Background: an optimization exercise with open tools, aiming at small area. Do not read the settings as production practice. The RTL was checked by simulation tests, not by an equivalence proof against the original design. No driver is modelled on the clock port, so clocking that relies on it looks cheaper here than on a real chip. No activity file was given, so power comes from the tool's default toggle rates.

Design reram_controller, start of the top module:
module reram_controller #(
    parameter INPUT_WIDTH = 8,
    parameter OUTPUT_WIDTH = 12,
    parameter INPUT_SIZE = 784,
    parameter OUTPUT_SIZE = 256
)(
    input  wire                     clk,
    input  wire                     rst_n,
    input  wire                     start,
    output wire                     done,
    output reg                      busy,
    input  wire [INPUT_WIDTH-1:0]   input_data,
    input  wire                     input_valid,
    output reg                      input_ready,
    output wire [9:0]               dac_out,
    output wire                     dac_valid,
    output wire                     xbar_enable,
    output wire [9:0]               xbar_addr,
    input  wire [OUTPUT_WIDTH-1:0]  xbar_data,
    input  wire                     xbar_valid,
    output reg  [OUTPUT_WIDTH-1:0]  output_data,
    output reg  [7:0]               output_addr,
    output reg                      output_valid
);
    reg        ph;           
    reg        xe;           
    reg        seen_ow;      
    reg  [7:0] dac;          
    reg  [7:0] sample0;
    reg  [9:0] tmp;
    wire st_idle = ~busy;
    wire st_load = busy & ~ph & ~xe & ~output_valid;
    wire st_wait = (input_ready & ph) | ((xe | output_valid) & ~ph);
    wire st_cd   = xe & ph;
    wire st_ow   = busy & ph & ~input_ready & ~xe & ~output_valid;
    wire st_done = output_valid & ph;
    wire st_mid  = xe | st_ow;       
  ...
Size in the first run: ~160 cells after synthesis, about 71 I/O pins.
==> flow/config.mk <==
export PLATFORM = sky130hd
export DESIGN_NAME = reram_controller
export DESIGN_NICKNAME = reram_controller
export VERILOG_FILES = /design/flow/design.v
export SDC_FILE = /design/flow/constraint.sdc
export NUM_CORES = 4
export LEC_CHECK = 0
export CAP_MARGIN = 20
export CELL_PAD_IN_SITES_DETAIL_PLACEMENT = 0
export CELL_PAD_IN_SITES_GLOBAL_PLACEMENT = 0
export CORE_MARGIN = 2
export CORE_UTILIZATION = 50
export SLEW_MARGIN = 20
==> flow/constraint.sdc <==
create_clock -name core_clock -period 10.0 [get_ports {clk}]
set_input_delay 2.0000 -clock core_clock [delete_from_list [all_inputs] [get_ports {clk}]]
set_output_delay 2.0000 -clock core_clock [all_outputs]
set_load 0.01 [all_outputs]
standard.sh (not shown) runs the stock make flow with config.mk's settings and CLKGATE_MAP_FILE= SYNTH_SCRIPT=/design/flow/synth_recipe.tcl, a recipe that flattens the netlist after the stock synthesis.
==> flow/flow/run.sh <==
#!/bin/bash
# Standard synthesis, whose combinational logic is then re-mapped for area
# (resyn.sh; registers untouched); then the standard ORFS layout with
# minimum-size port buffers, combinational cells downsized after floorplan,
# and a hand-built clock distribution: the register clock pins are split into
# 4 groups by position, each driven by one buffer that the clock port drives
# (clkbuf.tcl before CTS, clkroot.tcl after it; TritonCTS is pointed at the
# clock port net, which then has a single sink, so it adds nothing).
# Each tool run's full output goes to its own log here (synth.log, resyn.log,
# layout.log); ORFS keeps per-step logs under orfs/logs.
set -euo pipefail
W=$(pwd)
F=$W/flow
R=$W/orfs/results/${FLOW_PLATFORM:-sky130hd}/reram_controller/base
bash standard.sh synth > synth.log 2>&1
cp $R/1_2_yosys.v $W/standard_synth.v
bash $F/resyn.sh $W/standard_synth.v $W/resyn.v
cp $W/resyn.v $R/1_2_yosys.v
bash standard.sh \
  "BUFFER_PORTS_ARGS=-buffer_cell sky130_fd_sc_hd__buf_1" \
  POST_FLOORPLAN_TCL=$F/downsize.tcl \
  SKIP_REPAIR_TIE_FANOUT=1 \
  PRE_CTS_TCL=$F/clkbuf.tcl POST_CTS_TCL=$F/clkroot.tcl CLK_LEAF_CELL=sky130_fd_sc_hd__buf_6 CLK_NCLUSTER=3 CLK_ROOT_CELL=sky130_fd_sc_hd__clkbuf_2 \
  "CTS_ARGS=-clk_nets clk -dont_use_dummy_load -buf_list sky130_fd_sc_hd__clkbuf_8 -root_buf sky130_fd_sc_hd__clkbuf_8" \
  finish > layout.log 2>&1
Other scripts of this flow, unchanged in this note and not shown: flow/flow/clkbuf.tcl, flow/flow/clkroot.tcl, flow/flow/downsize.tcl, flow/flow/lib2v.py, flow/flow/resyn.sh
Edit:
--- a/flow/flow/run.sh
+++ b/flow/flow/run.sh
@@ -5,3 +5,3 @@
 # and a hand-built clock distribution: the register clock pins are split into
-# 4 groups by position, each driven by one buffer that the clock port drives
+# 3 groups by position, each driven by one buffer that the clock port drives
 # (clkbuf.tcl before CTS, clkroot.tcl after it; TritonCTS is pointed at the
=> Sequential cell count stays the same. Fmax stays the same. Sequential share of layout area is unchanged. Power does not change. Synthesized cell count does not change. Area after synthesis stays the same. Via count is unchanged. Clock skew does not change.

## what the ideal ports hide
No port has a modelled driver above. Below, the same layouts with a new extraction and two added sets of constraints.
Step 1: set_driving_cell puts a clkbuf_16 on clk and a buf_2 on each other input, an assumption about the parent block.
Step 2 times the ports against the registers' clock, not the clock port: input delays grow and output delays shrink by t, the midpoint of the rising clock arrivals with the driver on.
a / b / c = no drivers / after step 1 / after step 2; a / b = the first two.
| run | shift t [ns] | slack for setup (ns) | worst setup path after step 2 | latest minus earliest clock arrival (ns) | worst slew at a driven data input, ns |
|---|---|---|---|---|---|
| the first run | 0.182 | 5.164 / 5.115 / 5.298 | register to output | 0.011 / 0.011 | 0.04 |
| the second run | 0.182 | 5.164 / 5.115 / 5.298 | register to output | 0.011 / 0.011 | 0.04 |
After both steps every run listed still meets setup and hold.
